Context: an optimization exercise on an open-source flow, tuned for small area and a short achievable clock period. The choices shown serve that exercise and are no tape-out recipe. In this exercise RTL edits were held to simulation tests only and were not proved equivalent to the original. Power is estimated from default activity; no workload was simulated. The flow treats the clock pin as an ideal source, which a real chip does not have.

run A:
Design shaping_v5, start of the top module:
module shaping_v5(
inp,shapedout,conf,clk,count,rst
    ,r1,r2);
    input [13:0] inp;
    input [11:0] conf;
    input clk;
    input rst;
    output [13:0] shapedout;
    output [11:0] count;
    output r1;
    output r2;
    parameter k = 100;
    parameter l = 200;
    localparam N = k+l+k+1;           
    wire [4:0] tau = conf[4:0];
    wire [4:0] m3  = conf[9:5];
    wire [1:0] sel = conf[11:10];
    reg [11:0] cnt;
    reg rst1;
    reg rst2;      
    reg rst2d;     
    reg [14*N-1:0] dline;
    reg signed [15:0] temp3;
    reg signed [22:0] acc4;
    reg signed [15:0] q3;
    reg signed [22:0] tmpS;
    reg signed [15:0] tmpT;
    reg signed [44:0] temp6;
    reg [13:0] temp7;
    always @(posedge clk) begin
        if (rst)
            cnt <= 12'h001;
        else if (|cnt)
            cnt <= cnt + 1'b1;
        else
            cnt <= 12'h000;
    end
    always @(posedge clk) begin
        rst1  <= rst | (rst1 & (cnt < k+l+k+1));
        rst2  <= rst | rst1;
        rst2d <= rst2;
    end
    always @(posedge clk)
        dline <= {dline[14*(N-1)-1:0], inp};
    wire signed [15:0] d0   = {{2{dline[13]}}, dline[13:0]};
    wire signed [15:0] dk   = {{2{dline[14*k+13]}}, dline[14*k+:14]};
  ...
export LEC_CHECK = 0
export CAP_MARGIN = 20
export CORE_MARGIN = 2
export CORE_UTILIZATION = 55
export CTS_BUF_LIST = sky130_fd_sc_hd__clkbuf_16
export CTS_CLUSTER_DIAMETER = 60
export CTS_CLUSTER_SIZE = 30
export SLEW_MARGIN = 20
create_clock -name core_clock -period 11.0 [get_ports {clk}]
standard.sh (not shown) runs the stock make flow with config.mk's settings and CLKGATE_MAP_FILE= SYNTH_SCRIPT=/design/flow/synth_recipe.tcl, a recipe that flattens the netlist after the stock synthesis.
==> flow/flow/run.sh <==
#!/bin/bash
# Standard synthesis, then the standard layout with a larger setup margin for
# timing repair (the clock period and constraints are unchanged).
set -euo pipefail
bash standard.sh synth > synth.log 2>&1
bash standard.sh SETUP_SLACK_MARGIN=7.6 finish > layout.log 2>&1
Run A completed every stage of the flow, and the final layout passed the timing, DRC and antenna checks.
### run A -> run B
Settings: CTS_CLUSTER_DIAMETER changed from 60 to 110.
==> flow/flow/run.sh <==
#!/bin/bash
# Standard synthesis, then the standard layout with a larger setup margin for
# timing repair and no dummy loads in clock tree synthesis (the clock period
# and constraints are unchanged).
set -euo pipefail
bash standard.sh synth > synth.log 2>&1
bash standard.sh SETUP_SLACK_MARGIN=7.6 \
  "CTS_ARGS=-sink_clustering_enable -repair_clock_nets -sink_clustering_size 30 -sink_clustering_max_diameter 110 -buf_list sky130_fd_sc_hd__clkbuf_16 -dont_use_dummy_load" \
  finish > layout.log 2>&1
Findings:
Delta (run B minus run A): buffer count excluding the clock tree in the final layout went up 9, post-layout worst setup margin went up 0.033 ns, clock network contribution to total cell area went down 1.1 points, cell depth of the worst flop-to-flop path held. The combinational share of power was comparable across run B and run A. Total iterations of the first detailed-routing run essentially unchanged between run A and run B. Diff run A..run B | non-clock buffer area fraction after layout | negligible. Comparing run B and run A, number of buffers created by CTS is higher on run A. From run A to run B the numbers moved as follows: last weighted congestion value of the routability-driven placer level; cell area decreased by 0.97% relative to the old numbers; global-route usage comparable.
Changes in run C relative to run B:
Settings: CTS_CLUSTER_DIAMETER now 80, was 110; CORE_UTILIZATION now 63, was 55.
diff --git a/flow/flow/run.sh b/flow/flow/run.sh
--- a/flow/flow/run.sh
+++ b/flow/flow/run.sh
@@ -7,3 +7,3 @@
 bash standard.sh SETUP_SLACK_MARGIN=7.6 \
-  "CTS_ARGS=-sink_clustering_enable -repair_clock_nets -sink_clustering_size 30 -sink_clustering_max_diameter 110 -buf_list sky130_fd_sc_hd__clkbuf_16 -dont_use_dummy_load" \
+  "CTS_ARGS=-sink_clustering_enable -repair_clock_nets -sink_clustering_size 30 -sink_clustering_max_diameter 80 -buf_list sky130_fd_sc_hd__clkbuf_16 -dont_use_dummy_load" \
   finish > layout.log 2>&1
Notes after the runs:
Per the comparison of run C with run B, share of total power consumed by net switching ~0 delta; worst-case reg-to-reg path depth rose 1; pin count of the biggest net entering global routing has decreased. Against run B, cell area after layout in run C came out better. Worst hold slack: run C > run B. A kind of critical path of reg -> reg is what run C shows, while in -> reg belongs to run B. Going from run B to run C, power has increased, total wire length after detailed routing has increased.
--- input diff run C..run D ---
Settings: CORE_UTILIZATION changed from 63 to 55.
--- outcome ---
Kind of critical path = reg -> reg: run C; kind of critical path = in -> reg: run D
[compare] base=run C new=run D: power flat; power dissipated in the clock network flat; I/O pin count flat; first-pass GRT wire length down 0.60%; area used by multi-input combinational logic flat.
The inputs of run E differ from those of run D as listed below.
Settings: CTS_CLUSTER_DIAMETER changed from 80 to 110.
==> flow/flow/run.sh <==
#!/bin/bash
# Standard synthesis, then the standard layout with a larger setup margin for
# timing repair and no dummy loads in clock tree synthesis (the clock period
# and constraints are unchanged).
set -euo pipefail
bash standard.sh synth > synth.log 2>&1
bash standard.sh SETUP_SLACK_MARGIN=7.35 \
  "CTS_ARGS=-sink_clustering_enable -repair_clock_nets -sink_clustering_size 30 -sink_clustering_max_diameter 110 -buf_list sky130_fd_sc_hd__clkbuf_16 -dont_use_dummy_load" \
  finish > layout.log 2>&1
Findings:
For run D, the top layer used by detailed routing was met4, unlike run E, where it was met5.
Any difference in first-pass GRT wire length between run D and run E is small enough to ignore.
Taking run D as the reference, in run E area occupied by registers saw little to no change, total non-filler cell area in the finished layout saw a decrease, cell count after placement saw little to no change.
Here is what was changed in the inputs of run F compared with run E.
Settings: swapping 55 for 70 in CORE_UTILIZATION; swapping 110 for 60 in CTS_CLUSTER_DIAMETER.
==> flow/flow/run.sh <==
#!/bin/bash
# Standard synthesis, then the standard layout with a larger setup margin for
# timing repair and no dummy loads in clock tree synthesis (the clock period
# and constraints are unchanged).
set -euo pipefail
bash standard.sh synth > synth.log 2>&1
bash standard.sh SETUP_SLACK_MARGIN=7.6 \
  "CTS_ARGS=-sink_clustering_enable -repair_clock_nets -sink_clustering_size 30 -sink_clustering_max_diameter 60 -buf_list sky130_fd_sc_hd__clkbuf_16 -dont_use_dummy_load" \
  finish > layout.log 2>&1
- Run F failed in detailed placement (3_5_place_dp) with DPL-0033.
- Run E and run F ended up with nearly the same number of synthesized register bits.
- For the final weighted congestion in routability-driven placement, run F came in about 3.6% higher than run E did.
- Run F -> run E: distinct cell type count after synthesis delta 0, exact match
- Re XOR/XNOR share of the synthesized area: no difference whatsoever between run E and run F.
- Run F vs run E — post-DP HPWL rose 33,000 um.
- Number of rows in the core area in run F is 20 below run E.
- Diff run E -> run F: starting utilization of the core area went up, vertical die dimension went down, x dimension of the die went down, synthesized cell count did not really move.

-- what the ideal ports hide --
In the flow no input, the clock included, has a driving cell. The finished layouts below were timed again as built, in two steps.
Step 1: set_driving_cell puts a clkbuf_16 on clk and a buf_2 on each other input, an assumption about the parent block.
Step 2 moves the port delays by t, midway between the first and last clock arrival at a register: inputs arrive t later, outputs are due t later. That takes back most of the time a late clock gives input paths.
a / b / c = ideal / step 1 / step 2; a / b = the first two.
| run | t (ns) | setup slack, ns | worst setup path after step 2 | clock arrival spread, ns | worst slew at a driven data input, ns |
|---|---|---|---|---|---|
| run A | 0.912 | 7.281 / 7.275 / 6.408 | input to register | 0.110 / 0.110 | 0.11 |
| run B | 0.907 | 7.314 / 7.318 / 6.445 | input to register | 0.169 / 0.169 | 0.11 |
| run C | 0.890 | 7.158 / 7.158 / 6.387 | input to register | 0.147 / 0.147 | 0.13 |
| run D | 0.897 | 7.272 / 7.313 / 6.416 | input to register | 0.177 / 0.177 | 0.11 |
| run E | 0.908 | 7.284 / 7.314 / 6.415 | input to register | 0.138 / 0.138 | 0.09 |
After both steps every run listed still meets setup and hold. For run A, which loses most, drivers alone change the setup slack by -0.006 ns; drivers and shift together by -0.873 ns.
